This design comes from an exercise in tuning for small area and a short achievable clock period on the open sky130 flow, not from production work.
At most, simulation tests tie the RTL to the original design; equivalence was not proved.
For run 2, only the layout was checked, not whether the RTL still works.
No activity file was given, so power comes from the tool's default toggle rates.

==> flow/design.v, too long to show whole: its modules and the start of the top module <==
// module riscv_core_ref: 171 lines
// module rf_rd_bit: 19 lines
// module agu_add: 756 lines
// module c_inv: 3 lines
// module c_nand2: 3 lines
// module c_nor2: 3 lines
// module c_nand3: 3 lines
// module c_nand4: 3 lines
// module c_a21oi: 3 lines
// module c_o21ai: 3 lines
// module c_o22ai: 3 lines
// module c_xor2: 3 lines
// module c_mux4: 3 lines
// module c_xnor2: 3 lines
module riscv_core_ref (
input clk,
input rstn,
output [31:0] instr_mem_addr,
input  [31:0] instr_mem_rdata,
output [31:0] data_mem_addr,
output        data_mem_write,
output [31:0] data_mem_wdata,
input  [31:0] data_mem_rdata
);
  // ...
==> flow/run.sh <==
#!/bin/bash
# synth_recipe.tcl (not shown) runs the flow's synth.tcl, then flattens the netlist and writes it again
# the make line also repeats each setting of config.mk as NAME=value (left out here)
make -C /OpenROAD-flow-scripts/flow DESIGN_CONFIG=/design/flow/config.mk WORK_HOME=/design/flow/orfs CLKGATE_MAP_FILE= SYNTH_SCRIPT=/design/flow/synth_recipe.tcl finish
==> flow/config.mk <==
export PLATFORM = sky130hd
export DESIGN_NAME = riscv_core_ref
export DESIGN_NICKNAME = riscv_core_ref
export VERILOG_FILES = /design/flow/design.v
export SDC_FILE = /design/flow/constraint.sdc
export NUM_CORES = 4
export LEC_CHECK = 0
export CAP_MARGIN = 20
export CORE_MARGIN = 2
export CORE_UTILIZATION = 55
export CTS_BUF_LIST = sky130_fd_sc_hd__clkbuf_8
export PLACE_DENSITY = 0.7
export SETUP_SLACK_MARGIN = 5
export SLEW_MARGIN = 20
export SYNTH_HIERARCHICAL = 1
==> flow/constraint.sdc <==
create_clock -name core_clock -period 12.0 [get_ports {clk}]
set_input_delay 2.4000 -clock core_clock [delete_from_list [all_inputs] [get_ports {clk}]]
set_output_delay 2.4000 -clock core_clock [all_outputs]
set_load 0.01 [all_outputs]
==> results.ini, run 1 <==
[synth]
syn_area_um2 = 57100
yosys-top-cells-count = edfxtp_1 (992), o22ai_1 (975), nor2_1 (908)
ys_warn_count = 11
ys_async_sr_fraction_pct = 5.88
synth_edf_count = 992
synth_flop_cell = edfxtp_1
ys_types = 83
syn_avg_cell_area_um2 = 10.7
synthCells = 5357
netlist.top_cell.by_area = edfxtp_1
netlist_top_cells_area = edfxtp_1 (52%), o22ai_1 (11%), nor2_1 (6.0%), ha_1 (3.0%), dfrtp_1 (2.7%)
synthXorXnorAreaFrac_pct = 3.27
synth.most_common_cell = edfxtp_1
synth_top_family_by_area = compound AO/OA/AOI/OAI gates

[floorplan]
rows = 118
fp.dieH_um = 326
ios = 163

[global_routing]
grt_usage_pct = 74.8
use_met3_pct = 64.2
grt_util_met2_pct = 87.4
globalRoute.totalOverflow = 9

[run_status]
stop_error = [ERROR GRT-0232] Routing congestion too high. Check the congestion heatmap in the GUI.
status = stopped before the end
failed_stage = global routing (5_1_grt)

[cts]
postCtsSetupBuffers = 674
postCtsHoldBufs = 0
clock_sink_count = 1054

[placement]
dpl_cell_area_um2 = 63200
io_buffers = 159

==> inputs of run 2 (changes only) <==
--- a/flow/design.v
+++ b/flow/design.v
@@ -86,3 +86,5 @@
 wire [31:0] pc_imm = ins[3] ? j_im : (ins[2] ? u_im : b_im);
-wire [31:0] pc_sum = pc_w + pc_imm;
+wire [31:0] pc_sum;
+assign pc_sum[0] = 1'b0;
+pc_add u_pca (.a(pc), .b(pc_imm[31:1]), .s(pc_sum[31:1]));
 wire [31:0] ag_im = op_store ? s_im : i_im;
@@ -93,5 +95,14 @@
 wire        do_sub  = ins[6] | (f3[2:1] == 2'b01) | (ins[5] & ins[30] & (f3 == 3'b000));
-wire [32:0] diff    = {1'b0, rsa} + {1'b0, opb ^ {32{do_sub}}} + {32'b0, do_sub};
-wire [31:0] sum     = diff[31:0];
-wire        ltu     = ~diff[32];
+wire [31:0] sum;
+wire        alu_co;
+wire [31:0] bn_imm = ~(i_im ^ {32{do_sub}});
+wire [31:0] bn_reg, alu_bn;
+generate
+for (gj = 0; gj < 32; gj = gj + 1) begin : g_bn
+    c_xor2 u_x (.a(rsb_n[gj]), .b(do_sub), .y(bn_reg[gj]));
+    c_mux2 u_m (.d0(bn_reg[gj]), .d1(bn_imm[gj]), .s(use_imm), .y(alu_bn[gj]));
+end
+endgenerate
+alu_add u_alu (.an(rsa_n), .bn(alu_bn), .ci(do_sub), .s(sum), .co(alu_co));
+wire        ltu     = ~alu_co;
 wire        lt      = (rsa[31] ^ opb[31]) ? rsa[31] : sum[31];
@@ -946,2 +957,1226 @@
 endmodule
+module alu_add (input [31:0] an, input [31:0] bn, input ci, output [31:0] s, output co);
+wire n1;
+wire n2;
+wire n3;
+wire n4;
+wire n5;
+wire n6;
+wire n7;
+wire n8;
+wire n9;
+wire n10;
+wire n11;
+wire n12;
+wire n13;
+wire n14;
+wire n15;
+wire n16;
+wire n17;
+wire n18;
+wire n19;
+wire n20;
+wire n21;
+wire n22;
+wire n23;
+wire n24;
+wire n25;
+wire n26;
+wire n27;
+wire n28;
+wire n29;
+wire n30;
+wire n31;
+wire n32;
+wire n33;
+wire n34;
+wire n35;
+wire n36;
+wire n37;
+wire n38;
+wire n39;
+wire n40;
+wire n41;
+wire n42;
+wire n43;
+wire n44;
+wire n45;
+wire n46;
+wire n47;
+wire n48;
+wire n49;
+wire n50;
+wire n51;
+wire n52;
+wire n53;
+wire n54;
+wire n55;
+wire n56;
+wire n57;
+wire n58;
+wire n59;
+wire n60;
+wire n61;
+wire n62;
+wire n63;
+wire n64;
+wire n65;
+wire n66;
+wire n67;
+wire n68;
+wire n69;
+wire n70;
+wire n71;
+wire n72;
+wire n73;
+wire n74;
+wire n75;
+wire n76;
+wire n77;
+wire n78;
+wire n79;
+wire n80;
+wire n81;
+wire n82;
+wire n83;
+wire n84;
+wire n85;
+wire n86;
+wire n87;
+wire n88;
+wire n89;
+wire n90;
+wire n91;
+wire n92;
+wire n93;
+wire n94;
+wire n95;
+wire n96;
+wire n97;
+wire n98;
+wire n99;
+wire n100;
+wire n101;
+wire n102;
+wire n103;
+wire n104;
+wire n105;
+wire n106;
+wire n107;
+wire n108;
+wire n109;
+wire n110;
+wire n111;
+wire n112;
+wire n113;
+wire n114;
+wire n115;
+wire n116;
+wire n117;
+wire n118;
+wire n119;
+wire n120;
+wire n121;
+wire n122;
+wire n123;
+wire n124;
+wire n125;
+wire n126;
+wire n127;
+wire n128;
+wire n129;
+wire n130;
+wire n131;
+wire n132;
+wire n133;
+wire n134;
+wire n135;
+wire n136;
+wire n137;
+wire n138;
+wire n139;
+wire n140;
+wire n141;
+wire n142;
+wire n143;
+wire n144;
+wire n145;
+wire n146;
+wire n147;
+wire n148;
+wire n149;
+wire n150;
+wire n151;
+wire n152;
+wire n153;
+wire n154;
+wire n155;
+wire n156;
+wire n157;
+wire n158;
+wire n159;
+wire n160;
+wire n161;
+wire n162;
+wire n163;
+wire n164;
+wire n165;
+wire n166;
+wire n167;
+wire n168;
+wire n169;
+wire n170;
+wire n171;
+wire n172;
+wire n173;
+wire n174;
+wire n175;
+wire n176;
+wire n177;
+wire n178;
+wire n179;
+wire n180;
+wire n181;
+wire n182;
+wire n183;
+wire n184;
+wire n185;
+wire n186;
+wire n187;
+wire n188;
+wire n189;
+wire n190;
+wire n191;
+wire n192;
+wire n193;
+wire n194;
+wire n195;
+wire n196;
+wire n197;
+wire n198;
+wire n199;
+wire n200;
+wire n201;
+wire n202;
+wire n203;
+wire n204;
+wire n205;
+wire n206;
+wire n207;
+wire n208;
+wire n209;
+wire n210;
+wire n211;
+wire n212;
+wire n213;
+wire n214;
+wire n215;
+wire n216;
+wire n217;
+wire n218;
+wire n219;
+wire n220;
+wire n221;
+wire n222;
+wire n223;
+wire n224;
+wire n225;
+wire n226;
+wire n227;
+wire n228;
+wire n229;
+wire n230;
+wire n231;
+wire n232;
+wire n233;
+wire n234;
+wire n235;
+wire n236;
+wire n237;
+wire n238;
+wire n239;
+wire n240;
+wire n241;
+wire n242;
+wire n243;
+wire n244;
+wire n245;
+wire n246;
+wire n247;
+wire n248;
+wire n249;
+wire n250;
+wire n251;
+wire n252;
+wire n253;
+wire n254;
+wire n255;
+wire n256;
+wire n257;
+wire n258;
+wire n259;
+wire n260;
+wire n261;
+wire n262;
+wire n263;
+wire n264;
+wire n265;
+wire n266;
+wire n267;
+wire n268;
+wire n269;
+wire n270;
+wire n271;
+wire n272;
+wire n273;
+wire n274;
+wire n275;
+wire n276;
+wire n277;
+wire n278;
+wire n279;
+wire n280;
+wire n281;
+wire n282;
+wire n283;
+wire n284;
+wire n285;
+wire n286;
+wire n287;
+wire n288;
+wire n289;
+wire n290;
+wire n291;
+wire n292;
+wire n293;
+wire n294;
+wire n295;
+wire n296;
+wire n297;
+wire n298;
+wire n299;
+wire n300;
+wire n301;
+wire n302;
+wire n303;
+wire n304;
+wire n305;
+wire n306;
+wire n307;
+wire n308;
+wire n309;
+wire n310;
+wire n311;
+wire n312;
+wire n313;
+wire n314;
+wire n315;
+wire n316;
+wire n317;
+wire n318;
+wire n319;
+wire n320;
+wire n321;
+wire n322;
+wire n323;
+wire n324;
+wire n325;
+wire n326;
+wire n327;
+wire n328;
+wire n329;
+wire n330;
+wire n331;
+wire n332;
+wire n333;
+wire n334;
+wire n335;
+wire n336;
+wire n337;
+wire n338;
+wire n339;
+wire n340;
+wire n341;
+wire n342;
+wire s343;
+wire s344;
+wire s345;
+wire s346;
+wire s347;
+wire s348;
+wire s349;
+wire s350;
+wire s351;
+wire s352;
+wire s353;
+wire s354;
+wire s355;
+wire s356;
+wire s357;
+wire s358;
+wire s359;
+wire s360;
+wire s361;
+wire s362;
+wire s363;
+wire s364;
+wire s365;
+wire s366;
+wire s367;
+wire s368;
+wire s369;
+wire s370;
+wire s371;
+wire s372;
+wire s373;
+wire s374;
+c_nor2 u0 (.a(an[0]), .b(bn[0]), .y(n1));
+c_nand2 u1 (.a(an[0]), .b(bn[0]), .y(n2));
+c_xor2 u2 (.a(an[0]), .b(bn[0]), .y(n3));
+c_nor2 u3 (.a(an[1]), .b(bn[1]), .y(n4));
+c_nand2 u4 (.a(an[1]), .b(bn[1]), .y(n5));
+c_xor2 u5 (.a(an[1]), .b(bn[1]), .y(n6));
+c_nor2 u6 (.a(an[2]), .b(bn[2]), .y(n7));
+c_nand2 u7 (.a(an[2]), .b(bn[2]), .y(n8));
+c_xor2 u8 (.a(an[2]), .b(bn[2]), .y(n9));
+c_nor2 u9 (.a(an[3]), .b(bn[3]), .y(n10));
+c_nand2 u10 (.a(an[3]), .b(bn[3]), .y(n11));
+c_xor2 u11 (.a(an[3]), .b(bn[3]), .y(n12));
+c_nor2 u12 (.a(an[4]), .b(bn[4]), .y(n13));
+c_nand2 u13 (.a(an[4]), .b(bn[4]), .y(n14));
+c_xor2 u14 (.a(an[4]), .b(bn[4]), .y(n15));
+c_nor2 u15 (.a(an[5]), .b(bn[5]), .y(n16));
+c_nand2 u16 (.a(an[5]), .b(bn[5]), .y(n17));
+c_xor2 u17 (.a(an[5]), .b(bn[5]), .y(n18));
+c_nor2 u18 (.a(an[6]), .b(bn[6]), .y(n19));
+c_nand2 u19 (.a(an[6]), .b(bn[6]), .y(n20));
+c_xor2 u20 (.a(an[6]), .b(bn[6]), .y(n21));
+c_nor2 u21 (.a(an[7]), .b(bn[7]), .y(n22));
+c_nand2 u22 (.a(an[7]), .b(bn[7]), .y(n23));
+c_xor2 u23 (.a(an[7]), .b(bn[7]), .y(n24));
+c_nor2 u24 (.a(an[8]), .b(bn[8]), .y(n25));
+c_nand2 u25 (.a(an[8]), .b(bn[8]), .y(n26));
+c_xor2 u26 (.a(an[8]), .b(bn[8]), .y(n27));
+c_nor2 u27 (.a(an[9]), .b(bn[9]), .y(n28));
+c_nand2 u28 (.a(an[9]), .b(bn[9]), .y(n29));
+c_xor2 u29 (.a(an[9]), .b(bn[9]), .y(n30));
+c_nor2 u30 (.a(an[10]), .b(bn[10]), .y(n31));
+c_nand2 u31 (.a(an[10]), .b(bn[10]), .y(n32));
+c_xor2 u32 (.a(an[10]), .b(bn[10]), .y(n33));
+c_nor2 u33 (.a(an[11]), .b(bn[11]), .y(n34));
+c_nand2 u34 (.a(an[11]), .b(bn[11]), .y(n35));
+c_xor2 u35 (.a(an[11]), .b(bn[11]), .y(n36));
+c_nor2 u36 (.a(an[12]), .b(bn[12]), .y(n37));
+c_nand2 u37 (.a(an[12]), .b(bn[12]), .y(n38));
+c_xor2 u38 (.a(an[12]), .b(bn[12]), .y(n39));
+c_nor2 u39 (.a(an[13]), .b(bn[13]), .y(n40));
+c_nand2 u40 (.a(an[13]), .b(bn[13]), .y(n41));
+c_xor2 u41 (.a(an[13]), .b(bn[13]), .y(n42));
+c_nor2 u42 (.a(an[14]), .b(bn[14]), .y(n43));
+c_nand2 u43 (.a(an[14]), .b(bn[14]), .y(n44));
+c_xor2 u44 (.a(an[14]), .b(bn[14]), .y(n45));
+c_nor2 u45 (.a(an[15]), .b(bn[15]), .y(n46));
+c_nand2 u46 (.a(an[15]), .b(bn[15]), .y(n47));
+c_xor2 u47 (.a(an[15]), .b(bn[15]), .y(n48));
+c_nor2 u48 (.a(an[16]), .b(bn[16]), .y(n49));
+c_nand2 u49 (.a(an[16]), .b(bn[16]), .y(n50));
+c_xor2 u50 (.a(an[16]), .b(bn[16]), .y(n51));
+c_nor2 u51 (.a(an[17]), .b(bn[17]), .y(n52));
+c_nand2 u52 (.a(an[17]), .b(bn[17]), .y(n53));
+c_xor2 u53 (.a(an[17]), .b(bn[17]), .y(n54));
+c_nor2 u54 (.a(an[18]), .b(bn[18]), .y(n55));
+c_nand2 u55 (.a(an[18]), .b(bn[18]), .y(n56));
+c_xor2 u56 (.a(an[18]), .b(bn[18]), .y(n57));
+c_nor2 u57 (.a(an[19]), .b(bn[19]), .y(n58));
+c_nand2 u58 (.a(an[19]), .b(bn[19]), .y(n59));
+c_xor2 u59 (.a(an[19]), .b(bn[19]), .y(n60));
+c_nor2 u60 (.a(an[20]), .b(bn[20]), .y(n61));
+c_nand2 u61 (.a(an[20]), .b(bn[20]), .y(n62));
+c_xor2 u62 (.a(an[20]), .b(bn[20]), .y(n63));
+c_nor2 u63 (.a(an[21]), .b(bn[21]), .y(n64));
+c_nand2 u64 (.a(an[21]), .b(bn[21]), .y(n65));
+c_xor2 u65 (.a(an[21]), .b(bn[21]), .y(n66));
+c_nor2 u66 (.a(an[22]), .b(bn[22]), .y(n67));
+c_nand2 u67 (.a(an[22]), .b(bn[22]), .y(n68));
+c_xor2 u68 (.a(an[22]), .b(bn[22]), .y(n69));
+c_nor2 u69 (.a(an[23]), .b(bn[23]), .y(n70));
+c_nand2 u70 (.a(an[23]), .b(bn[23]), .y(n71));
+c_xor2 u71 (.a(an[23]), .b(bn[23]), .y(n72));
+c_nor2 u72 (.a(an[24]), .b(bn[24]), .y(n73));
+c_nand2 u73 (.a(an[24]), .b(bn[24]), .y(n74));
+c_xor2 u74 (.a(an[24]), .b(bn[24]), .y(n75));
+c_nor2 u75 (.a(an[25]), .b(bn[25]), .y(n76));
+c_nand2 u76 (.a(an[25]), .b(bn[25]), .y(n77));
+c_xor2 u77 (.a(an[25]), .b(bn[25]), .y(n78));
+c_nor2 u78 (.a(an[26]), .b(bn[26]), .y(n79));
+c_nand2 u79 (.a(an[26]), .b(bn[26]), .y(n80));
+c_xor2 u80 (.a(an[26]), .b(bn[26]), .y(n81));
+c_nor2 u81 (.a(an[27]), .b(bn[27]), .y(n82));
+c_nand2 u82 (.a(an[27]), .b(bn[27]), .y(n83));
+c_xor2 u83 (.a(an[27]), .b(bn[27]), .y(n84));
+c_nor2 u84 (.a(an[28]), .b(bn[28]), .y(n85));
+c_nand2 u85 (.a(an[28]), .b(bn[28]), .y(n86));
+c_xor2 u86 (.a(an[28]), .b(bn[28]), .y(n87));
+c_nor2 u87 (.a(an[29]), .b(bn[29]), .y(n88));
+c_nand2 u88 (.a(an[29]), .b(bn[29]), .y(n89));
+c_xor2 u89 (.a(an[29]), .b(bn[29]), .y(n90));
+c_nor2 u90 (.a(an[30]), .b(bn[30]), .y(n91));
+c_nand2 u91 (.a(an[30]), .b(bn[30]), .y(n92));
+c_xor2 u92 (.a(an[30]), .b(bn[30]), .y(n93));
+c_nor2 u93 (.a(an[31]), .b(bn[31]), .y(n94));
+c_nand2 u94 (.a(an[31]), .b(bn[31]), .y(n95));
+c_xor2 u95 (.a(an[31]), .b(bn[31]), .y(n96));
+c_a21oi u96 (.a1(n2), .a2(ci), .b1(n1), .y(n97));
+c_a21oi u97 (.a1(n5), .a2(n1), .b1(n4), .y(n98));
+c_nand2 u98 (.a(n5), .b(n2), .y(n99));
+c_a21oi u99 (.a1(n8), .a2(n4), .b1(n7), .y(n100));
+c_nand2 u100 (.a(n8), .b(n5), .y(n101));
+c_a21oi u101 (.a1(n11), .a2(n7), .b1(n10), .y(n102));
+c_nand2 u102 (.a(n11), .b(n8), .y(n103));
+c_a21oi u103 (.a1(n14), .a2(n10), .b1(n13), .y(n104));
+c_nand2 u104 (.a(n14), .b(n11), .y(n105));
+c_a21oi u105 (.a1(n17), .a2(n13), .b1(n16), .y(n106));
+c_nand2 u106 (.a(n17), .b(n14), .y(n107));
+c_a21oi u107 (.a1(n20), .a2(n16), .b1(n19), .y(n108));
+c_nand2 u108 (.a(n20), .b(n17), .y(n109));
+c_a21oi u109 (.a1(n23), .a2(n19), .b1(n22), .y(n110));
+c_nand2 u110 (.a(n23), .b(n20), .y(n111));
+c_a21oi u111 (.a1(n26), .a2(n22), .b1(n25), .y(n112));
+c_nand2 u112 (.a(n26), .b(n23), .y(n113));
+c_a21oi u113 (.a1(n29), .a2(n25), .b1(n28), .y(n114));
+c_nand2 u114 (.a(n29), .b(n26), .y(n115));
+c_a21oi u115 (.a1(n32), .a2(n28), .b1(n31), .y(n116));
+c_nand2 u116 (.a(n32), .b(n29), .y(n117));
+c_a21oi u117 (.a1(n35), .a2(n31), .b1(n34), .y(n118));
+c_nand2 u118 (.a(n35), .b(n32), .y(n119));
+c_a21oi u119 (.a1(n38), .a2(n34), .b1(n37), .y(n120));
+c_nand2 u120 (.a(n38), .b(n35), .y(n121));
+c_a21oi u121 (.a1(n41), .a2(n37), .b1(n40), .y(n122));
+c_nand2 u122 (.a(n41), .b(n38), .y(n123));
+c_a21oi u123 (.a1(n44), .a2(n40), .b1(n43), .y(n124));
+c_nand2 u124 (.a(n44), .b(n41), .y(n125));
+c_a21oi u125 (.a1(n47), .a2(n43), .b1(n46), .y(n126));
+c_nand2 u126 (.a(n47), .b(n44), .y(n127));
+c_a21oi u127 (.a1(n50), .a2(n46), .b1(n49), .y(n128));
+c_nand2 u128 (.a(n50), .b(n47), .y(n129));
+c_a21oi u129 (.a1(n53), .a2(n49), .b1(n52), .y(n130));
+c_nand2 u130 (.a(n53), .b(n50), .y(n131));
+c_a21oi u131 (.a1(n56), .a2(n52), .b1(n55), .y(n132));
+c_nand2 u132 (.a(n56), .b(n53), .y(n133));
+c_a21oi u133 (.a1(n59), .a2(n55), .b1(n58), .y(n134));
+c_nand2 u134 (.a(n59), .b(n56), .y(n135));
+c_a21oi u135 (.a1(n62), .a2(n58), .b1(n61), .y(n136));
+c_nand2 u136 (.a(n62), .b(n59), .y(n137));
+c_a21oi u137 (.a1(n65), .a2(n61), .b1(n64), .y(n138));
+c_nand2 u138 (.a(n65), .b(n62), .y(n139));
+c_a21oi u139 (.a1(n68), .a2(n64), .b1(n67), .y(n140));
+c_nand2 u140 (.a(n68), .b(n65), .y(n141));
+c_a21oi u141 (.a1(n71), .a2(n67), .b1(n70), .y(n142));
+c_nand2 u142 (.a(n71), .b(n68), .y(n143));
+c_a21oi u143 (.a1(n74), .a2(n70), .b1(n73), .y(n144));
+c_nand2 u144 (.a(n74), .b(n71), .y(n145));
+c_a21oi u145 (.a1(n77), .a2(n73), .b1(n76), .y(n146));
+c_nand2 u146 (.a(n77), .b(n74), .y(n147));
+c_a21oi u147 (.a1(n80), .a2(n76), .b1(n79), .y(n148));
+c_nand2 u148 (.a(n80), .b(n77), .y(n149));
+c_a21oi u149 (.a1(n83), .a2(n79), .b1(n82), .y(n150));
+c_nand2 u150 (.a(n83), .b(n80), .y(n151));
+c_a21oi u151 (.a1(n86), .a2(n82), .b1(n85), .y(n152));
+c_nand2 u152 (.a(n86), .b(n83), .y(n153));
+c_a21oi u153 (.a1(n89), .a2(n85), .b1(n88), .y(n154));
+c_nand2 u154 (.a(n89), .b(n86), .y(n155));
+c_a21oi u155 (.a1(n92), .a2(n88), .b1(n91), .y(n156));
+c_nand2 u156 (.a(n92), .b(n89), .y(n157));
+c_a21oi u157 (.a1(n95), .a2(n91), .b1(n94), .y(n158));
+c_nand2 u158 (.a(n95), .b(n92), .y(n159));
+c_inv u159 (.a(ci), .y(n160));
+c_o21ai u160 (.a1(n99), .a2(n160), .b1(n98), .y(n161));
+c_o21ai u161 (.a1(n101), .a2(n97), .b1(n100), .y(n162));
+c_o21ai u162 (.a1(n103), .a2(n98), .b1(n102), .y(n163));
+c_nor2 u163 (.a(n103), .b(n99), .y(n164));
+c_o21ai u164 (.a1(n105), .a2(n100), .b1(n104), .y(n165));
+c_nor2 u165 (.a(n105), .b(n101), .y(n166));
+c_o21ai u166 (.a1(n107), .a2(n102), .b1(n106), .y(n167));
+c_nor2 u167 (.a(n107), .b(n103), .y(n168));
+c_o21ai u168 (.a1(n109), .a2(n104), .b1(n108), .y(n169));
+c_nor2 u169 (.a(n109), .b(n105), .y(n170));
+c_o21ai u170 (.a1(n111), .a2(n106), .b1(n110), .y(n171));
+c_nor2 u171 (.a(n111), .b(n107), .y(n172));
+c_o21ai u172 (.a1(n113), .a2(n108), .b1(n112), .y(n173));
+c_nor2 u173 (.a(n113), .b(n109), .y(n174));
+c_o21ai u174 (.a1(n115), .a2(n110), .b1(n114), .y(n175));
+c_nor2 u175 (.a(n115), .b(n111), .y(n176));
+c_o21ai u176 (.a1(n117), .a2(n112), .b1(n116), .y(n177));
+c_nor2 u177 (.a(n117), .b(n113), .y(n178));
+c_o21ai u178 (.a1(n119), .a2(n114), .b1(n118), .y(n179));
+c_nor2 u179 (.a(n119), .b(n115), .y(n180));
+c_o21ai u180 (.a1(n121), .a2(n116), .b1(n120), .y(n181));
+c_nor2 u181 (.a(n121), .b(n117), .y(n182));
+c_o21ai u182 (.a1(n123), .a2(n118), .b1(n122), .y(n183));
+c_nor2 u183 (.a(n123), .b(n119), .y(n184));
+c_o21ai u184 (.a1(n125), .a2(n120), .b1(n124), .y(n185));
+c_nor2 u185 (.a(n125), .b(n121), .y(n186));
+c_o21ai u186 (.a1(n127), .a2(n122), .b1(n126), .y(n187));
+c_nor2 u187 (.a(n127), .b(n123), .y(n188));
+c_o21ai u188 (.a1(n129), .a2(n124), .b1(n128), .y(n189));
+c_nor2 u189 (.a(n129), .b(n125), .y(n190));
+c_o21ai u190 (.a1(n131), .a2(n126), .b1(n130), .y(n191));
+c_nor2 u191 (.a(n131), .b(n127), .y(n192));
+c_o21ai u192 (.a1(n133), .a2(n128), .b1(n132), .y(n193));
+c_nor2 u193 (.a(n133), .b(n129), .y(n194));
+c_o21ai u194 (.a1(n135), .a2(n130), .b1(n134), .y(n195));
+c_nor2 u195 (.a(n135), .b(n131), .y(n196));
+c_o21ai u196 (.a1(n137), .a2(n132), .b1(n136), .y(n197));
+c_nor2 u197 (.a(n137), .b(n133), .y(n198));
+c_o21ai u198 (.a1(n139), .a2(n134), .b1(n138), .y(n199));
+c_nor2 u199 (.a(n139), .b(n135), .y(n200));
+c_o21ai u200 (.a1(n141), .a2(n136), .b1(n140), .y(n201));
+c_nor2 u201 (.a(n141), .b(n137), .y(n202));
+c_o21ai u202 (.a1(n143), .a2(n138), .b1(n142), .y(n203));
+c_nor2 u203 (.a(n143), .b(n139), .y(n204));
+c_o21ai u204 (.a1(n145), .a2(n140), .b1(n144), .y(n205));
+c_nor2 u205 (.a(n145), .b(n141), .y(n206));
+c_o21ai u206 (.a1(n147), .a2(n142), .b1(n146), .y(n207));
+c_nor2 u207 (.a(n147), .b(n143), .y(n208));
+c_o21ai u208 (.a1(n149), .a2(n144), .b1(n148), .y(n209));
+c_nor2 u209 (.a(n149), .b(n145), .y(n210));
+c_o21ai u210 (.a1(n151), .a2(n146), .b1(n150), .y(n211));
+c_nor2 u211 (.a(n151), .b(n147), .y(n212));
+c_o21ai u212 (.a1(n153), .a2(n148), .b1(n152), .y(n213));
+c_nor2 u213 (.a(n153), .b(n149), .y(n214));
+c_o21ai u214 (.a1(n155), .a2(n150), .b1(n154), .y(n215));
+c_nor2 u215 (.a(n155), .b(n151), .y(n216));
+c_o21ai u216 (.a1(n157), .a2(n152), .b1(n156), .y(n217));
+c_nor2 u217 (.a(n157), .b(n153), .y(n218));
+c_o21ai u218 (.a1(n159), .a2(n154), .b1(n158), .y(n219));
+c_nor2 u219 (.a(n159), .b(n155), .y(n220));
+c_a21oi u220 (.a1(n164), .a2(ci), .b1(n163), .y(n221));
+c_inv u221 (.a(n97), .y(n222));
+c_a21oi u222 (.a1(n166), .a2(n222), .b1(n165), .y(n223));
+c_a21oi u223 (.a1(n168), .a2(n161), .b1(n167), .y(n224));
+c_a21oi u224 (.a1(n170), .a2(n162), .b1(n169), .y(n225));
+c_a21oi u225 (.a1(n172), .a2(n163), .b1(n171), .y(n226));
+c_nand2 u226 (.a(n172), .b(n164), .y(n227));
+c_a21oi u227 (.a1(n174), .a2(n165), .b1(n173), .y(n228));
+c_nand2 u228 (.a(n174), .b(n166), .y(n229));
+c_a21oi u229 (.a1(n176), .a2(n167), .b1(n175), .y(n230));
+c_nand2 u230 (.a(n176), .b(n168), .y(n231));
+c_a21oi u231 (.a1(n178), .a2(n169), .b1(n177), .y(n232));
+c_nand2 u232 (.a(n178), .b(n170), .y(n233));
+c_a21oi u233 (.a1(n180), .a2(n171), .b1(n179), .y(n234));
+c_nand2 u234 (.a(n180), .b(n172), .y(n235));
+c_a21oi u235 (.a1(n182), .a2(n173), .b1(n181), .y(n236));
+c_nand2 u236 (.a(n182), .b(n174), .y(n237));
+c_a21oi u237 (.a1(n184), .a2(n175), .b1(n183), .y(n238));
+c_nand2 u238 (.a(n184), .b(n176), .y(n239));
+c_a21oi u239 (.a1(n186), .a2(n177), .b1(n185), .y(n240));
+c_nand2 u240 (.a(n186), .b(n178), .y(n241));
+c_a21oi u241 (.a1(n188), .a2(n179), .b1(n187), .y(n242));
+c_nand2 u242 (.a(n188), .b(n180), .y(n243));
+c_a21oi u243 (.a1(n190), .a2(n181), .b1(n189), .y(n244));
+c_nand2 u244 (.a(n190), .b(n182), .y(n245));
+c_a21oi u245 (.a1(n192), .a2(n183), .b1(n191), .y(n246));
+c_nand2 u246 (.a(n192), .b(n184), .y(n247));
+c_a21oi u247 (.a1(n194), .a2(n185), .b1(n193), .y(n248));
+c_nand2 u248 (.a(n194), .b(n186), .y(n249));
+c_a21oi u249 (.a1(n196), .a2(n187), .b1(n195), .y(n250));
+c_nand2 u250 (.a(n196), .b(n188), .y(n251));
+c_a21oi u251 (.a1(n198), .a2(n189), .b1(n197), .y(n252));
+c_nand2 u252 (.a(n198), .b(n190), .y(n253));
+c_a21oi u253 (.a1(n200), .a2(n191), .b1(n199), .y(n254));
+c_nand2 u254 (.a(n200), .b(n192), .y(n255));
+c_a21oi u255 (.a1(n202), .a2(n193), .b1(n201), .y(n256));
+c_nand2 u256 (.a(n202), .b(n194), .y(n257));
+c_a21oi u257 (.a1(n204), .a2(n195), .b1(n203), .y(n258));
+c_nand2 u258 (.a(n204), .b(n196), .y(n259));
+c_a21oi u259 (.a1(n206), .a2(n197), .b1(n205), .y(n260));
+c_nand2 u260 (.a(n206), .b(n198), .y(n261));
+c_a21oi u261 (.a1(n208), .a2(n199), .b1(n207), .y(n262));
+c_nand2 u262 (.a(n208), .b(n200), .y(n263));
+c_a21oi u263 (.a1(n210), .a2(n201), .b1(n209), .y(n264));
+c_nand2 u264 (.a(n210), .b(n202), .y(n265));
+c_a21oi u265 (.a1(n212), .a2(n203), .b1(n211), .y(n266));
+c_nand2 u266 (.a(n212), .b(n204), .y(n267));
+c_a21oi u267 (.a1(n214), .a2(n205), .b1(n213), .y(n268));
+c_nand2 u268 (.a(n214), .b(n206), .y(n269));
+c_a21oi u269 (.a1(n216), .a2(n207), .b1(n215), .y(n270));
+c_nand2 u270 (.a(n216), .b(n208), .y(n271));
+c_a21oi u271 (.a1(n218), .a2(n209), .b1(n217), .y(n272));
+c_nand2 u272 (.a(n218), .b(n210), .y(n273));
+c_a21oi u273 (.a1(n220), .a2(n211), .b1(n219), .y(n274));
+c_nand2 u274 (.a(n220), .b(n212), .y(n275));
+c_o21ai u275 (.a1(n227), .a2(n160), .b1(n226), .y(n276));
+c_o21ai u276 (.a1(n229), .a2(n97), .b1(n228), .y(n277));
+c_inv u277 (.a(n161), .y(n278));
+c_o21ai u278 (.a1(n231), .a2(n278), .b1(n230), .y(n279));
+c_inv u279 (.a(n162), .y(n280));
+c_o21ai u280 (.a1(n233), .a2(n280), .b1(n232), .y(n281));
+c_o21ai u281 (.a1(n235), .a2(n221), .b1(n234), .y(n282));
+c_o21ai u282 (.a1(n237), .a2(n223), .b1(n236), .y(n283));
+c_o21ai u283 (.a1(n239), .a2(n224), .b1(n238), .y(n284));
+c_o21ai u284 (.a1(n241), .a2(n225), .b1(n240), .y(n285));
+c_o21ai u285 (.a1(n243), .a2(n226), .b1(n242), .y(n286));
+c_nor2 u286 (.a(n243), .b(n227), .y(n287));
+c_o21ai u287 (.a1(n245), .a2(n228), .b1(n244), .y(n288));
+c_nor2 u288 (.a(n245), .b(n229), .y(n289));
+c_o21ai u289 (.a1(n247), .a2(n230), .b1(n246), .y(n290));
+c_nor2 u290 (.a(n247), .b(n231), .y(n291));
+c_o21ai u291 (.a1(n249), .a2(n232), .b1(n248), .y(n292));
+c_nor2 u292 (.a(n249), .b(n233), .y(n293));
+c_o21ai u293 (.a1(n251), .a2(n234), .b1(n250), .y(n294));
+c_nor2 u294 (.a(n251), .b(n235), .y(n295));
+c_o21ai u295 (.a1(n253), .a2(n236), .b1(n252), .y(n296));
+c_nor2 u296 (.a(n253), .b(n237), .y(n297));
+c_o21ai u297 (.a1(n255), .a2(n238), .b1(n254), .y(n298));
+c_nor2 u298 (.a(n255), .b(n239), .y(n299));
+c_o21ai u299 (.a1(n257), .a2(n240), .b1(n256), .y(n300));
+c_nor2 u300 (.a(n257), .b(n241), .y(n301));
+c_o21ai u301 (.a1(n259), .a2(n242), .b1(n258), .y(n302));
+c_nor2 u302 (.a(n259), .b(n243), .y(n303));
+c_o21ai u303 (.a1(n261), .a2(n244), .b1(n260), .y(n304));
+c_nor2 u304 (.a(n261), .b(n245), .y(n305));
+c_o21ai u305 (.a1(n263), .a2(n246), .b1(n262), .y(n306));
+c_nor2 u306 (.a(n263), .b(n247), .y(n307));
+c_o21ai u307 (.a1(n265), .a2(n248), .b1(n264), .y(n308));
+c_nor2 u308 (.a(n265), .b(n249), .y(n309));
+c_o21ai u309 (.a1(n267), .a2(n250), .b1(n266), .y(n310));
+c_nor2 u310 (.a(n267), .b(n251), .y(n311));
+c_o21ai u311 (.a1(n269), .a2(n252), .b1(n268), .y(n312));
+c_nor2 u312 (.a(n269), .b(n253), .y(n313));
+c_o21ai u313 (.a1(n271), .a2(n254), .b1(n270), .y(n314));
+c_nor2 u314 (.a(n271), .b(n255), .y(n315));
+c_o21ai u315 (.a1(n273), .a2(n256), .b1(n272), .y(n316));
+c_nor2 u316 (.a(n273), .b(n257), .y(n317));
+c_o21ai u317 (.a1(n275), .a2(n258), .b1(n274), .y(n318));
+c_nor2 u318 (.a(n275), .b(n259), .y(n319));
+c_a21oi u319 (.a1(n287), .a2(ci), .b1(n286), .y(n320));
+c_a21oi u320 (.a1(n289), .a2(n222), .b1(n288), .y(n321));
+c_a21oi u321 (.a1(n291), .a2(n161), .b1(n290), .y(n322));
+c_a21oi u322 (.a1(n293), .a2(n162), .b1(n292), .y(n323));
+c_inv u323 (.a(n221), .y(n324));
+c_a21oi u324 (.a1(n295), .a2(n324), .b1(n294), .y(n325));
+c_inv u325 (.a(n223), .y(n326));
+c_a21oi u326 (.a1(n297), .a2(n326), .b1(n296), .y(n327));
+c_inv u327 (.a(n224), .y(n328));
+c_a21oi u328 (.a1(n299), .a2(n328), .b1(n298), .y(n329));
+c_inv u329 (.a(n225), .y(n330));
+c_a21oi u330 (.a1(n301), .a2(n330), .b1(n300), .y(n331));
+c_a21oi u331 (.a1(n303), .a2(n276), .b1(n302), .y(n332));
+c_a21oi u332 (.a1(n305), .a2(n277), .b1(n304), .y(n333));
+c_a21oi u333 (.a1(n307), .a2(n279), .b1(n306), .y(n334));
+c_a21oi u334 (.a1(n309), .a2(n281), .b1(n308), .y(n335));
+c_a21oi u335 (.a1(n311), .a2(n282), .b1(n310), .y(n336));
+c_a21oi u336 (.a1(n313), .a2(n283), .b1(n312), .y(n337));
+c_a21oi u337 (.a1(n315), .a2(n284), .b1(n314), .y(n338));
+c_a21oi u338 (.a1(n317), .a2(n285), .b1(n316), .y(n339));
+c_a21oi u339 (.a1(n319), .a2(n286), .b1(n318), .y(n340));
+c_nand2 u340 (.a(n319), .b(n287), .y(n341));
+c_o21ai u341 (.a1(n341), .a2(n160), .b1(n340), .y(n342));
+c_xor2 u342 (.a(n3), .b(ci), .y(s343));
+c_xnor2 u343 (.a(n6), .b(n97), .y(s344));
+c_xor2 u344 (.a(n9), .b(n161), .y(s345));
+c_xor2 u345 (.a(n12), .b(n162), .y(s346));
+c_xnor2 u346 (.a(n15), .b(n221), .y(s347));
+c_xnor2 u347 (.a(n18), .b(n223), .y(s348));
+c_xnor2 u348 (.a(n21), .b(n224), .y(s349));
+c_xnor2 u349 (.a(n24), .b(n225), .y(s350));
+c_xor2 u350 (.a(n27), .b(n276), .y(s351));
+c_xor2 u351 (.a(n30), .b(n277), .y(s352));
+c_xor2 u352 (.a(n33), .b(n279), .y(s353));
+c_xor2 u353 (.a(n36), .b(n281), .y(s354));
+c_xor2 u354 (.a(n39), .b(n282), .y(s355));
+c_xor2 u355 (.a(n42), .b(n283), .y(s356));
+c_xor2 u356 (.a(n45), .b(n284), .y(s357));
+c_xor2 u357 (.a(n48), .b(n285), .y(s358));
+c_xnor2 u358 (.a(n51), .b(n320), .y(s359));
+c_xnor2 u359 (.a(n54), .b(n321), .y(s360));
+c_xnor2 u360 (.a(n57), .b(n322), .y(s361));
+c_xnor2 u361 (.a(n60), .b(n323), .y(s362));
+c_xnor2 u362 (.a(n63), .b(n325), .y(s363));
+c_xnor2 u363 (.a(n66), .b(n327), .y(s364));
+c_xnor2 u364 (.a(n69), .b(n329), .y(s365));
+c_xnor2 u365 (.a(n72), .b(n331), .y(s366));
+c_xnor2 u366 (.a(n75), .b(n332), .y(s367));
+c_xnor2 u367 (.a(n78), .b(n333), .y(s368));
+c_xnor2 u368 (.a(n81), .b(n334), .y(s369));
+c_xnor2 u369 (.a(n84), .b(n335), .y(s370));
+c_xnor2 u370 (.a(n87), .b(n336), .y(s371));
+c_xnor2 u371 (.a(n90), .b(n337), .y(s372));
+c_xnor2 u372 (.a(n93), .b(n338), .y(s373));
+c_xnor2 u373 (.a(n96), .b(n339), .y(s374));
+assign s[0] = s343;
+assign s[1] = s344;
+assign s[2] = s345;
+assign s[3] = s346;
+assign s[4] = s347;
+assign s[5] = s348;
+assign s[6] = s349;
+assign s[7] = s350;
+assign s[8] = s351;
+assign s[9] = s352;
+assign s[10] = s353;
+assign s[11] = s354;
+assign s[12] = s355;
+assign s[13] = s356;
+assign s[14] = s357;
+assign s[15] = s358;
+assign s[16] = s359;
+assign s[17] = s360;
+assign s[18] = s361;
+assign s[19] = s362;
+assign s[20] = s363;
+assign s[21] = s364;
+assign s[22] = s365;
+assign s[23] = s366;
+assign s[24] = s367;
+assign s[25] = s368;
+assign s[26] = s369;
+assign s[27] = s370;
+assign s[28] = s371;
+assign s[29] = s372;
+assign s[30] = s373;
+assign s[31] = s374;
+assign co = n342;
+endmodule
+module pc_add (input [30:0] a, input [30:0] b, output [30:0] s);
+wire n1;
+wire n2;
+wire n3;
+wire n4;
+wire n5;
+wire n6;
+wire n7;
+wire n8;
+wire n9;
+wire n10;
+wire n11;
+wire n12;
+wire n13;
+wire n14;
+wire n15;
+wire n16;
+wire n17;
+wire n18;
+wire n19;
+wire n20;
+wire n21;
+wire n22;
+wire n23;
+wire n24;
+wire n25;
+wire n26;
+wire n27;
+wire n28;
+wire n29;
+wire n30;
+wire n31;
+wire n32;
+wire n33;
+wire n34;
+wire n35;
+wire n36;
+wire n37;
+wire n38;
+wire n39;
+wire n40;
+wire n41;
+wire n42;
+wire n43;
+wire n44;
+wire n45;
+wire n46;
+wire n47;
+wire n48;
+wire n49;
+wire n50;
+wire n51;
+wire n52;
+wire n53;
+wire n54;
+wire n55;
+wire n56;
+wire n57;
+wire n58;
+wire n59;
+wire n60;
+wire n61;
+wire n62;
+wire n63;
+wire n64;
+wire n65;
+wire n66;
+wire n67;
+wire n68;
+wire n69;
+wire n70;
+wire n71;
+wire n72;
+wire n73;
+wire n74;
+wire n75;
+wire n76;
+wire n77;
+wire n78;
+wire n79;
+wire n80;
+wire n81;
+wire n82;
+wire n83;
+wire n84;
+wire n85;
+wire n86;
+wire n87;
+wire n88;
+wire n89;
+wire n90;
+wire n91;
+wire n92;
+wire n93;
+wire n94;
+wire n95;
+wire n96;
+wire n97;
+wire n98;
+wire n99;
+wire n100;
+wire n101;
+wire n102;
+wire n103;
+wire n104;
+wire n105;
+wire n106;
+wire n107;
+wire n108;
+wire n109;
+wire n110;
+wire n111;
+wire n112;
+wire n113;
+wire n114;
+wire n115;
+wire n116;
+wire n117;
+wire n118;
+wire n119;
+wire n120;
+wire n121;
+wire n122;
+wire n123;
+wire n124;
+wire n125;
+wire n126;
+wire n127;
+wire n128;
+wire n129;
+wire n130;
+wire n131;
+wire n132;
+wire n133;
+wire n134;
+wire n135;
+wire n136;
+wire n137;
+wire n138;
+wire n139;
+wire n140;
+wire n141;
+wire n142;
+wire n143;
+wire n144;
+wire n145;
+wire n146;
+wire n147;
+wire n148;
+wire n149;
+wire n150;
+wire n151;
+wire n152;
+wire n153;
+wire n154;
+wire n155;
+wire n156;
+wire n157;
+wire n158;
+wire n159;
+wire n160;
+wire n161;
+wire n162;
+wire n163;
+wire n164;
+wire n165;
+wire n166;
+wire n167;
+wire n168;
+wire n169;
+wire n170;
+wire n171;
+wire n172;
+wire n173;
+wire n174;
+wire s175;
+wire s176;
+wire s177;
+wire s178;
+wire s179;
+wire s180;
+wire s181;
+wire s182;
+wire s183;
+wire s184;
+wire s185;
+wire s186;
+wire s187;
+wire s188;
+wire s189;
+wire s190;
+wire s191;
+wire s192;
+wire s193;
+wire s194;
+wire s195;
+wire s196;
+wire s197;
+wire s198;
+wire s199;
+wire s200;
+wire s201;
+wire s202;
+wire s203;
+wire s204;
+c_nand2 u0 (.a(a[0]), .b(b[0]), .y(n1));
+c_xor2 u1 (.a(a[0]), .b(b[0]), .y(n2));
+c_nand2 u2 (.a(a[1]), .b(b[1]), .y(n3));
+c_nor2 u3 (.a(a[1]), .b(b[1]), .y(n4));
+c_xor2 u4 (.a(a[1]), .b(b[1]), .y(n5));
+c_nand2 u5 (.a(a[2]), .b(b[2]), .y(n6));
+c_nor2 u6 (.a(a[2]), .b(b[2]), .y(n7));
+c_xor2 u7 (.a(a[2]), .b(b[2]), .y(n8));
+c_nand2 u8 (.a(a[3]), .b(b[3]), .y(n9));
+c_nor2 u9 (.a(a[3]), .b(b[3]), .y(n10));
+c_xor2 u10 (.a(a[3]), .b(b[3]), .y(n11));
+c_nand2 u11 (.a(a[4]), .b(b[4]), .y(n12));
+c_nor2 u12 (.a(a[4]), .b(b[4]), .y(n13));
+c_xor2 u13 (.a(a[4]), .b(b[4]), .y(n14));
+c_nand2 u14 (.a(a[5]), .b(b[5]), .y(n15));
+c_nor2 u15 (.a(a[5]), .b(b[5]), .y(n16));
+c_xor2 u16 (.a(a[5]), .b(b[5]), .y(n17));
+c_nand2 u17 (.a(a[6]), .b(b[6]), .y(n18));
+c_nor2 u18 (.a(a[6]), .b(b[6]), .y(n19));
+c_xor2 u19 (.a(a[6]), .b(b[6]), .y(n20));
+c_nand2 u20 (.a(a[7]), .b(b[7]), .y(n21));
+c_nor2 u21 (.a(a[7]), .b(b[7]), .y(n22));
+c_xor2 u22 (.a(a[7]), .b(b[7]), .y(n23));
+c_nand2 u23 (.a(a[8]), .b(b[8]), .y(n24));
+c_nor2 u24 (.a(a[8]), .b(b[8]), .y(n25));
+c_xor2 u25 (.a(a[8]), .b(b[8]), .y(n26));
+c_nand2 u26 (.a(a[9]), .b(b[9]), .y(n27));
+c_nor2 u27 (.a(a[9]), .b(b[9]), .y(n28));
+c_xor2 u28 (.a(a[9]), .b(b[9]), .y(n29));
+c_nand2 u29 (.a(a[10]), .b(b[10]), .y(n30));
+c_nor2 u30 (.a(a[10]), .b(b[10]), .y(n31));
+c_xor2 u31 (.a(a[10]), .b(b[10]), .y(n32));
+c_nand2 u32 (.a(a[11]), .b(b[11]), .y(n33));
+c_nor2 u33 (.a(a[11]), .b(b[11]), .y(n34));
+c_xor2 u34 (.a(a[11]), .b(b[11]), .y(n35));
+c_nand2 u35 (.a(a[12]), .b(b[12]), .y(n36));
+c_nor2 u36 (.a(a[12]), .b(b[12]), .y(n37));
+c_xor2 u37 (.a(a[12]), .b(b[12]), .y(n38));
+c_nand2 u38 (.a(a[13]), .b(b[13]), .y(n39));
+c_nor2 u39 (.a(a[13]), .b(b[13]), .y(n40));
+c_xor2 u40 (.a(a[13]), .b(b[13]), .y(n41));
+c_nand2 u41 (.a(a[14]), .b(b[14]), .y(n42));
+c_nor2 u42 (.a(a[14]), .b(b[14]), .y(n43));
+c_xor2 u43 (.a(a[14]), .b(b[14]), .y(n44));
+c_nand2 u44 (.a(a[15]), .b(b[15]), .y(n45));
+c_nor2 u45 (.a(a[15]), .b(b[15]), .y(n46));
+c_xor2 u46 (.a(a[15]), .b(b[15]), .y(n47));
+c_nand2 u47 (.a(a[16]), .b(b[16]), .y(n48));
+c_nor2 u48 (.a(a[16]), .b(b[16]), .y(n49));
+c_xor2 u49 (.a(a[16]), .b(b[16]), .y(n50));
+c_nand2 u50 (.a(a[17]), .b(b[17]), .y(n51));
+c_nor2 u51 (.a(a[17]), .b(b[17]), .y(n52));
+c_xor2 u52 (.a(a[17]), .b(b[17]), .y(n53));
+c_nand2 u53 (.a(a[18]), .b(b[18]), .y(n54));
+c_nor2 u54 (.a(a[18]), .b(b[18]), .y(n55));
+c_xor2 u55 (.a(a[18]), .b(b[18]), .y(n56));
+c_nand2 u56 (.a(a[19]), .b(b[19]), .y(n57));
+c_nor2 u57 (.a(a[19]), .b(b[19]), .y(n58));
+c_xor2 u58 (.a(a[19]), .b(b[19]), .y(n59));
+c_nand2 u59 (.a(a[20]), .b(b[20]), .y(n60));
+c_nor2 u60 (.a(a[20]), .b(b[20]), .y(n61));
+c_xor2 u61 (.a(a[20]), .b(b[20]), .y(n62));
+c_nand2 u62 (.a(a[21]), .b(b[21]), .y(n63));
+c_nor2 u63 (.a(a[21]), .b(b[21]), .y(n64));
+c_xor2 u64 (.a(a[21]), .b(b[21]), .y(n65));
+c_nand2 u65 (.a(a[22]), .b(b[22]), .y(n66));
+c_nor2 u66 (.a(a[22]), .b(b[22]), .y(n67));
+c_xor2 u67 (.a(a[22]), .b(b[22]), .y(n68));
+c_nand2 u68 (.a(a[23]), .b(b[23]), .y(n69));
+c_nor2 u69 (.a(a[23]), .b(b[23]), .y(n70));
+c_xor2 u70 (.a(a[23]), .b(b[23]), .y(n71));
+c_nand2 u71 (.a(a[24]), .b(b[24]), .y(n72));
+c_nor2 u72 (.a(a[24]), .b(b[24]), .y(n73));
+c_xor2 u73 (.a(a[24]), .b(b[24]), .y(n74));
+c_nand2 u74 (.a(a[25]), .b(b[25]), .y(n75));
+c_nor2 u75 (.a(a[25]), .b(b[25]), .y(n76));
+c_xor2 u76 (.a(a[25]), .b(b[25]), .y(n77));
+c_nand2 u77 (.a(a[26]), .b(b[26]), .y(n78));
+c_nor2 u78 (.a(a[26]), .b(b[26]), .y(n79));
+c_xor2 u79 (.a(a[26]), .b(b[26]), .y(n80));
+c_nand2 u80 (.a(a[27]), .b(b[27]), .y(n81));
+c_nor2 u81 (.a(a[27]), .b(b[27]), .y(n82));
+c_xor2 u82 (.a(a[27]), .b(b[27]), .y(n83));
+c_nand2 u83 (.a(a[28]), .b(b[28]), .y(n84));
+c_nor2 u84 (.a(a[28]), .b(b[28]), .y(n85));
+c_xor2 u85 (.a(a[28]), .b(b[28]), .y(n86));
+c_nand2 u86 (.a(a[29]), .b(b[29]), .y(n87));
+c_nor2 u87 (.a(a[29]), .b(b[29]), .y(n88));
+c_xor2 u88 (.a(a[29]), .b(b[29]), .y(n89));
+c_nand2 u89 (.a(a[30]), .b(b[30]), .y(n90));
+c_nor2 u90 (.a(a[30]), .b(b[30]), .y(n91));
+c_xor2 u91 (.a(a[30]), .b(b[30]), .y(n92));
+c_o21ai u92 (.a1(n4), .a2(n1), .b1(n3), .y(n93));
+c_o21ai u93 (.a1(n10), .a2(n6), .b1(n9), .y(n94));
+c_nor2 u94 (.a(n10), .b(n7), .y(n95));
+c_o21ai u95 (.a1(n16), .a2(n12), .b1(n15), .y(n96));
+c_nor2 u96 (.a(n16), .b(n13), .y(n97));
+c_o21ai u97 (.a1(n22), .a2(n18), .b1(n21), .y(n98));
+c_nor2 u98 (.a(n22), .b(n19), .y(n99));
+c_o21ai u99 (.a1(n28), .a2(n24), .b1(n27), .y(n100));
+c_nor2 u100 (.a(n28), .b(n25), .y(n101));
+c_o21ai u101 (.a1(n34), .a2(n30), .b1(n33), .y(n102));
+c_nor2 u102 (.a(n34), .b(n31), .y(n103));
+c_o21ai u103 (.a1(n40), .a2(n36), .b1(n39), .y(n104));
+c_nor2 u104 (.a(n40), .b(n37), .y(n105));
+c_o21ai u105 (.a1(n46), .a2(n42), .b1(n45), .y(n106));
+c_nor2 u106 (.a(n46), .b(n43), .y(n107));
+c_o21ai u107 (.a1(n52), .a2(n48), .b1(n51), .y(n108));
+c_nor2 u108 (.a(n52), .b(n49), .y(n109));
+c_o21ai u109 (.a1(n58), .a2(n54), .b1(n57), .y(n110));
+c_nor2 u110 (.a(n58), .b(n55), .y(n111));
+c_o21ai u111 (.a1(n64), .a2(n60), .b1(n63), .y(n112));
+c_nor2 u112 (.a(n64), .b(n61), .y(n113));
+c_o21ai u113 (.a1(n70), .a2(n66), .b1(n69), .y(n114));
+c_nor2 u114 (.a(n70), .b(n67), .y(n115));
+c_o21ai u115 (.a1(n76), .a2(n72), .b1(n75), .y(n116));
+c_nor2 u116 (.a(n76), .b(n73), .y(n117));
+c_o21ai u117 (.a1(n82), .a2(n78), .b1(n81), .y(n118));
+c_nor2 u118 (.a(n82), .b(n79), .y(n119));
+c_o21ai u119 (.a1(n88), .a2(n84), .b1(n87), .y(n120));
+c_nor2 u120 (.a(n88), .b(n85), .y(n121));
+c_a21oi u121 (.a1(n95), .a2(n93), .b1(n94), .y(n122));
+c_a21oi u122 (.a1(n99), .a2(n96), .b1(n98), .y(n123));
+c_nand2 u123 (.a(n99), .b(n97), .y(n124));
+c_a21oi u124 (.a1(n103), .a2(n100), .b1(n102), .y(n125));
+c_nand2 u125 (.a(n103), .b(n101), .y(n126));
+c_a21oi u126 (.a1(n107), .a2(n104), .b1(n106), .y(n127));
+c_nand2 u127 (.a(n107), .b(n105), .y(n128));
+c_a21oi u128 (.a1(n111), .a2(n108), .b1(n110), .y(n129));
+c_nand2 u129 (.a(n111), .b(n109), .y(n130));
+c_a21oi u130 (.a1(n115), .a2(n112), .b1(n114), .y(n131));
+c_nand2 u131 (.a(n115), .b(n113), .y(n132));
+c_a21oi u132 (.a1(n119), .a2(n116), .b1(n118), .y(n133));
+c_nand2 u133 (.a(n119), .b(n117), .y(n134));
+c_o21ai u134 (.a1(n124), .a2(n122), .b1(n123), .y(n135));
+c_o21ai u135 (.a1(n128), .a2(n125), .b1(n127), .y(n136));
+c_nor2 u136 (.a(n128), .b(n126), .y(n137));
+c_o21ai u137 (.a1(n132), .a2(n129), .b1(n131), .y(n138));
+c_nor2 u138 (.a(n132), .b(n130), .y(n139));
+c_a21oi u139 (.a1(n137), .a2(n135), .b1(n136), .y(n140));
+c_inv u140 (.a(n140), .y(n141));
+c_a21oi u141 (.a1(n139), .a2(n141), .b1(n138), .y(n142));
+c_inv u142 (.a(n135), .y(n143));
+c_o21ai u143 (.a1(n126), .a2(n143), .b1(n125), .y(n144));
+c_o21ai u144 (.a1(n130), .a2(n140), .b1(n129), .y(n145));
+c_o21ai u145 (.a1(n134), .a2(n142), .b1(n133), .y(n146));
+c_inv u146 (.a(n122), .y(n147));
+c_a21oi u147 (.a1(n97), .a2(n147), .b1(n96), .y(n148));
+c_a21oi u148 (.a1(n101), .a2(n135), .b1(n100), .y(n149));
+c_a21oi u149 (.a1(n105), .a2(n144), .b1(n104), .y(n150));
+c_a21oi u150 (.a1(n109), .a2(n141), .b1(n108), .y(n151));
+c_a21oi u151 (.a1(n113), .a2(n145), .b1(n112), .y(n152));
+c_inv u152 (.a(n142), .y(n153));
+c_a21oi u153 (.a1(n117), .a2(n153), .b1(n116), .y(n154));
+c_a21oi u154 (.a1(n121), .a2(n146), .b1(n120), .y(n155));
+c_inv u155 (.a(n93), .y(n156));
+c_o21ai u156 (.a1(n7), .a2(n156), .b1(n6), .y(n157));
+c_o21ai u157 (.a1(n13), .a2(n122), .b1(n12), .y(n158));
+c_o21ai u158 (.a1(n19), .a2(n148), .b1(n18), .y(n159));
+c_o21ai u159 (.a1(n25), .a2(n143), .b1(n24), .y(n160));
+c_o21ai u160 (.a1(n31), .a2(n149), .b1(n30), .y(n161));
+c_inv u161 (.a(n144), .y(n162));
+c_o21ai u162 (.a1(n37), .a2(n162), .b1(n36), .y(n163));
+c_o21ai u163 (.a1(n43), .a2(n150), .b1(n42), .y(n164));
+c_o21ai u164 (.a1(n49), .a2(n140), .b1(n48), .y(n165));
+c_o21ai u165 (.a1(n55), .a2(n151), .b1(n54), .y(n166));
+c_inv u166 (.a(n145), .y(n167));
+c_o21ai u167 (.a1(n61), .a2(n167), .b1(n60), .y(n168));
+c_o21ai u168 (.a1(n67), .a2(n152), .b1(n66), .y(n169));
+c_o21ai u169 (.a1(n73), .a2(n142), .b1(n72), .y(n170));
+c_o21ai u170 (.a1(n79), .a2(n154), .b1(n78), .y(n171));
+c_inv u171 (.a(n146), .y(n172));
+c_o21ai u172 (.a1(n85), .a2(n172), .b1(n84), .y(n173));
+c_o21ai u173 (.a1(n91), .a2(n155), .b1(n90), .y(n174));
+c_xnor2 u174 (.a(n5), .b(n1), .y(s175));
+c_xor2 u175 (.a(n8), .b(n93), .y(s176));
+c_xor2 u176 (.a(n11), .b(n157), .y(s177));
+c_xnor2 u177 (.a(n14), .b(n122), .y(s178));
+c_xor2 u178 (.a(n17), .b(n158), .y(s179));
+c_xnor2 u179 (.a(n20), .b(n148), .y(s180));
+c_xor2 u180 (.a(n23), .b(n159), .y(s181));
+c_xor2 u181 (.a(n26), .b(n135), .y(s182));
+c_xor2 u182 (.a(n29), .b(n160), .y(s183));
+c_xnor2 u183 (.a(n32), .b(n149), .y(s184));
+c_xor2 u184 (.a(n35), .b(n161), .y(s185));
+c_xor2 u185 (.a(n38), .b(n144), .y(s186));
+c_xor2 u186 (.a(n41), .b(n163), .y(s187));
+c_xnor2 u187 (.a(n44), .b(n150), .y(s188));
+c_xor2 u188 (.a(n47), .b(n164), .y(s189));
+c_xnor2 u189 (.a(n50), .b(n140), .y(s190));
+c_xor2 u190 (.a(n53), .b(n165), .y(s191));
+c_xnor2 u191 (.a(n56), .b(n151), .y(s192));
+c_xor2 u192 (.a(n59), .b(n166), .y(s193));
+c_xor2 u193 (.a(n62), .b(n145), .y(s194));
+c_xor2 u194 (.a(n65), .b(n168), .y(s195));
+c_xnor2 u195 (.a(n68), .b(n152), .y(s196));
+c_xor2 u196 (.a(n71), .b(n169), .y(s197));
+c_xnor2 u197 (.a(n74), .b(n142), .y(s198));
+c_xor2 u198 (.a(n77), .b(n170), .y(s199));
+c_xnor2 u199 (.a(n80), .b(n154), .y(s200));
+c_xor2 u200 (.a(n83), .b(n171), .y(s201));
+c_xor2 u201 (.a(n86), .b(n146), .y(s202));
+c_xor2 u202 (.a(n89), .b(n173), .y(s203));
+c_xnor2 u203 (.a(n92), .b(n155), .y(s204));
+assign s[0] = n2;
+assign s[1] = s175;
+assign s[2] = s176;
+assign s[3] = s177;
+assign s[4] = s178;
+assign s[5] = s179;
+assign s[6] = s180;
+assign s[7] = s181;
+assign s[8] = s182;
+assign s[9] = s183;
+assign s[10] = s184;
+assign s[11] = s185;
+assign s[12] = s186;
+assign s[13] = s187;
+assign s[14] = s188;
+assign s[15] = s189;
+assign s[16] = s190;
+assign s[17] = s191;
+assign s[18] = s192;
+assign s[19] = s193;
+assign s[20] = s194;
+assign s[21] = s195;
+assign s[22] = s196;
+assign s[23] = s197;
+assign s[24] = s198;
+assign s[25] = s199;
+assign s[26] = s200;
+assign s[27] = s201;
+assign s[28] = s202;
+assign s[29] = s203;
+assign s[30] = s204;
+endmodule
 module c_inv (input a, output y);
@@ -973,2 +2208,5 @@
 endmodule
+module c_mux2 (input d0, input d1, input s, output y);
+assign y = s ? d1 : d0;
+endmodule
 module c_mux4 (input d0, input d1, input d2, input d3, input s0, input s1, output y);
==> flow/flow/run.sh (new file) <==
#!/bin/bash
# Own layout flow: the standard synthesis unchanged, then the standard ORFS
# layout with the I/O port buffers made from buf_4 and the delay cells kept
# out of the resizer's choices.  Each step's output goes to its own log here.
set -euo pipefail
DU="sky130_fd_sc_hd__probe_p_8 sky130_fd_sc_hd__probec_p_8 sky130_fd_sc_hd__lpflow_bleeder_1 sky130_fd_sc_hd__lpflow_clkbufkapwr_1 sky130_fd_sc_hd__lpflow_clkbufkapwr_16 sky130_fd_sc_hd__lpflow_clkbufkapwr_2 sky130_fd_sc_hd__lpflow_clkbufkapwr_4 sky130_fd_sc_hd__lpflow_clkbufkapwr_8 sky130_fd_sc_hd__lpflow_clkinvkapwr_1 sky130_fd_sc_hd__lpflow_clkinvkapwr_16 sky130_fd_sc_hd__lpflow_clkinvkapwr_2 sky130_fd_sc_hd__lpflow_clkinvkapwr_4 sky130_fd_sc_hd__lpflow_clkinvkapwr_8 sky130_fd_sc_hd__lpflow_decapkapwr_12 sky130_fd_sc_hd__lpflow_decapkapwr_3 sky130_fd_sc_hd__lpflow_decapkapwr_4 sky130_fd_sc_hd__lpflow_decapkapwr_6 sky130_fd_sc_hd__lpflow_decapkapwr_8 sky130_fd_sc_hd__lpflow_inputiso0n_1 sky130_fd_sc_hd__lpflow_inputiso0p_1 sky130_fd_sc_hd__lpflow_inputiso1n_1 sky130_fd_sc_hd__lpflow_inputiso1p_1 sky130_fd_sc_hd__lpflow_inputisolatch_1 sky130_fd_sc_hd__lpflow_isobufsrc_1 sky130_fd_sc_hd__lpflow_isobufsrc_16 sky130_fd_sc_hd__lpflow_isobufsrc_2 sky130_fd_sc_hd__lpflow_isobufsrc_4 sky130_fd_sc_hd__lpflow_isobufsrc_8 sky130_fd_sc_hd__lpflow_isobufsrckapwr_16 sky130_fd_sc_hd__lpflow_lsbuf_lh_hl_isowell_tap_1 sky130_fd_sc_hd__lpflow_lsbuf_lh_hl_isowell_tap_2 sky130_fd_sc_hd__lpflow_lsbuf_lh_hl_isowell_tap_4 sky130_fd_sc_hd__lpflow_lsbuf_lh_isowell_4 sky130_fd_sc_hd__lpflow_lsbuf_lh_isowell_tap_1 sky130_fd_sc_hd__lpflow_lsbuf_lh_isowell_tap_2 sky130_fd_sc_hd__lpflow_lsbuf_lh_isowell_tap_4"
DU="$DU sky130_fd_sc_hd__clkdlybuf4s15_1 sky130_fd_sc_hd__clkdlybuf4s15_2 sky130_fd_sc_hd__clkdlybuf4s18_1 sky130_fd_sc_hd__clkdlybuf4s18_2 sky130_fd_sc_hd__clkdlybuf4s25_1 sky130_fd_sc_hd__clkdlybuf4s25_2 sky130_fd_sc_hd__clkdlybuf4s50_1 sky130_fd_sc_hd__clkdlybuf4s50_2 sky130_fd_sc_hd__dlygate4sd1_1 sky130_fd_sc_hd__dlygate4sd2_1 sky130_fd_sc_hd__dlygate4sd3_1 sky130_fd_sc_hd__dlymetal6s2s_1 sky130_fd_sc_hd__dlymetal6s4s_1 sky130_fd_sc_hd__dlymetal6s6s_1"
bash standard.sh synth > std_synth.log 2>&1
bash standard.sh "DONT_USE_CELLS=$DU" "BUFFER_PORTS_ARGS=-buffer_cell sky130_fd_sc_hd__buf_4" finish > std_layout.log 2>&1
==> flow/standard.sh (new file) <==
#!/bin/bash
# synth_recipe.tcl (not shown) runs the flow's synth.tcl, then flattens the netlist and writes it again
# the make line also repeats each setting of config.mk as NAME=value (left out here)
make -C /OpenROAD-flow-scripts/flow DESIGN_CONFIG=/design/flow/config.mk WORK_HOME=/design/flow/orfs CLKGATE_MAP_FILE= SYNTH_SCRIPT=/design/flow/synth_recipe.tcl "${@:-finish}"
--- a/flow/config.mk
+++ b/flow/config.mk
@@ -9,6 +9,5 @@
 export CORE_MARGIN = 2
-export CORE_UTILIZATION = 55
-export CTS_BUF_LIST = sky130_fd_sc_hd__clkbuf_8
-export PLACE_DENSITY = 0.7
-export SETUP_SLACK_MARGIN = 5
+export CORE_UTILIZATION = 45
+export PLACE_DENSITY = 0.6
+export SETUP_SLACK_MARGIN = 3.5
 export SLEW_MARGIN = 20
removed: flow/run.sh
==> results.ini, run 2 <==
[run_status]
status = finished clean

[synth]
synth_flop_cell = edfxtp_1
synth.most_common_cell = nor2_1
yosys_register_bits = 1054
netlist_top_cells_area = edfxtp_1 (50%), o22ai_1 (10%), nor2_1 (6.4%), xor2_1 (3.2%), dfrtp_1 (2.6%)
syn_avg_cell_area_um2 = 10.3  ; -2.9%
netlist.top_cell.by_area = edfxtp_1
ys_warn_count = 11  ; unchanged
yosys-top-cells-count = nor2_1 (1009), edfxtp_1 (992), o22ai_1 (980)
syn_area_um2 = 59500  ; +4.3%
synth_edf_count = 992  ; unchanged
ys_async_sr_fraction_pct = 5.88  ; unchanged
synthCells = 5752  ; +7.4%
ys_types = 100  ; +20%

[floorplan]
rows = 133  ; +13%
ios = 163  ; unchanged
fp.dieH_um = 368  ; +13%
design.core.area_um2 = 131000

[finish]
drive_gt1_share_pct = 18.8
mostFrequentLayoutCells = edfxtp_1 (992), o22ai_1 (973), nor2_1 (922)
nNetsFinal = 6428
largest-register = rf
fillers = 11500

[cts]
h-tree-depth = 3
clockBufferDepth = 3
cts_tree = yes
clock_sink_count = 1054  ; unchanged
cts_root_buffer = clkbuf_16

[sta]
maxSlewHeadroom_pct = 16.6
tns_ns = 0
clock-skew-final_ns = 0.0701
post-route-period-util_pct = 72.8
hold_viol_final = 0

[detailed_routing]
routedWlPerCell_um = 37.7
dr.pass1.iters = 14
avgViaCountPerCell = 7.16

[placement]
io_buffers = 159  ; unchanged
place_hpwl_um = 203000
place.gp.congestion = 1.10

[global_routing]
grt_max_degree = 68
globalRoute.totalOverflow = 0
grt_usage_pct = 43.7

[pwr]
power.density_nw_per_um2 = 140

[setup_path]
crit_fanout = 16
crit_arrival_ns = 6.34
end_kind = primary output
timing.rr.start = vld[26]
path_class = input port to primary output

[min_path]
hold_class = flip-flop to flip-flop

-- run 2: layout make-up --
class                   instances  area [um^2]  share of cell area (%)
multi-input cells            4349        28600                    40.6
repair buffers                647         4310                    6.12
clock buffers                 130         2830                    4.01
well taps                    1755         2200                    3.12
inverters                     122          464                   0.659
clock inverters                71          714                    1.01
diodes                          3         7.51                  0.0107
flip-flops and latches       1054        31300                    44.5
-- run 2: what timing repair did --
item,CTS,global route
resized for setup,224,177
pin swaps,58,71
setup endpoints to repair,1003,456
endpoints found under the hold margin,0,0
buffers inserted,124,131
hold buffers,0,0
cloned,25,2
-- run 2: worst max-delay path, cell delays in order --
cell and delay, ns:
buf_4 0.34, and3_1 0.44, nand3_2 0.58, buf_2 0.47, o22ai_1 0.24, nor2_1 0.08
nand4_1 0.40, nor2_1 0.10, buf_1 0.25, mux2i_1 0.22, o21ai_0 0.16, a21oi_4 0.41
buf_4 0.20
-- run 2: Yosys stat by module (local to each module, per instance), a selection --
module | cells | times used | flip-flops and latches | cell area (um^2)
c_o21ai | 1 | 144 | 0 | 5.00
c_o22ai | 1 | 960 | 0 | 6.26
pc_add | 31 | 1 | 0 | 233
c_xor2 | 1 | 168 | 0 | 8.76
c_mux2 | 1 | 32 | 0 | 15.0
c_a21oi | 1 | 166 | 0 | 8.76
c_nand3 | 1 | 62 | 0 | 5.00
c_nor2 | 1 | 836 | 0 | 3.75
alu_add | 32 | 1 | 0 | 240
c_mux4 | 1 | 4 | 0 | 22.5
riscv_core_ref | 2874 | 1 | 1054 | 43000
agu_add | 32 | 1 | 0 | 240
c_nand2 | 1 | 207 | 0 | 3.75
c_inv | 1 | 24 | 0 | 3.75
-- run 2: worst max-delay path by stage --
stage                     cells past startpoint  slack (ns)                start                  to
after floorplan                              24        3.53  instr_mem_rdata[12]          rf[10][16]
after global routing                         19        3.35  instr_mem_rdata[15]   data_mem_addr[29]
final                                        13        3.26  instr_mem_rdata[23]  data_mem_wdata[29]
after detailed placement                     19        1.72  instr_mem_rdata[16]          rf[26][29]
after global placement                       18        1.82  instr_mem_rdata[16]           rf[4][21]
after CTS                                    19        3.38  instr_mem_rdata[15]   data_mem_addr[31]
-- run 2: metrics by stage --
stage	std cells	total power [uW]	setup WS (ns)	hold slack [ns]	area, um^2
final	8131	9840	3.26	0.590	70500
after detailed placement	7641	6280	1.72	0.515	63300
after global routing	8128	10000	3.35	0.612	70500
after floorplan	5754	5600	3.53	0.451	59500
after CTS	7991	9670	3.38	0.583	69000
after global placement	7639	6270	1.82	0.508	63300
-- run 2: logic make-up (layout without fill, tap and decap cells) --
group	Yosys count	count (layout)	synth area share, %
multiplexers	125	125	2.87
AO/OA/AOI/OAI	1946	1947	21.4
AND/OR/NAND/NOR	1873	1898	13.8
buffers and inverters	377	970	3.22
flip-flops	1054	1054	52.7
other	1	6	0.00630
adder cells (fa/ha/maj)	79	79	1.66
XOR/XNOR	297	297	4.39
-- run 2: power by group --
group	switching [uW]	total [uW]	leakage, uW	internal, uW
logic	1490	2110	0.0131	621
registers	139	4320	0.00981	4180
clock network	1520	3400	0.00173	1890
-- run 2: routing by layer --
| layer | routed length, um | GRT usage, % | share of wire [%] |
|---|---|---|---|
| met1 | 104000 | 53.7 | 34 |
| met2 | 123000 | 61.6 | 40 |
| met3 | 47600 | 15.8 | 16 |
| met4 | 32200 | 35.1 | 10 |
| met5 | 158 | 0 | 0.052 |
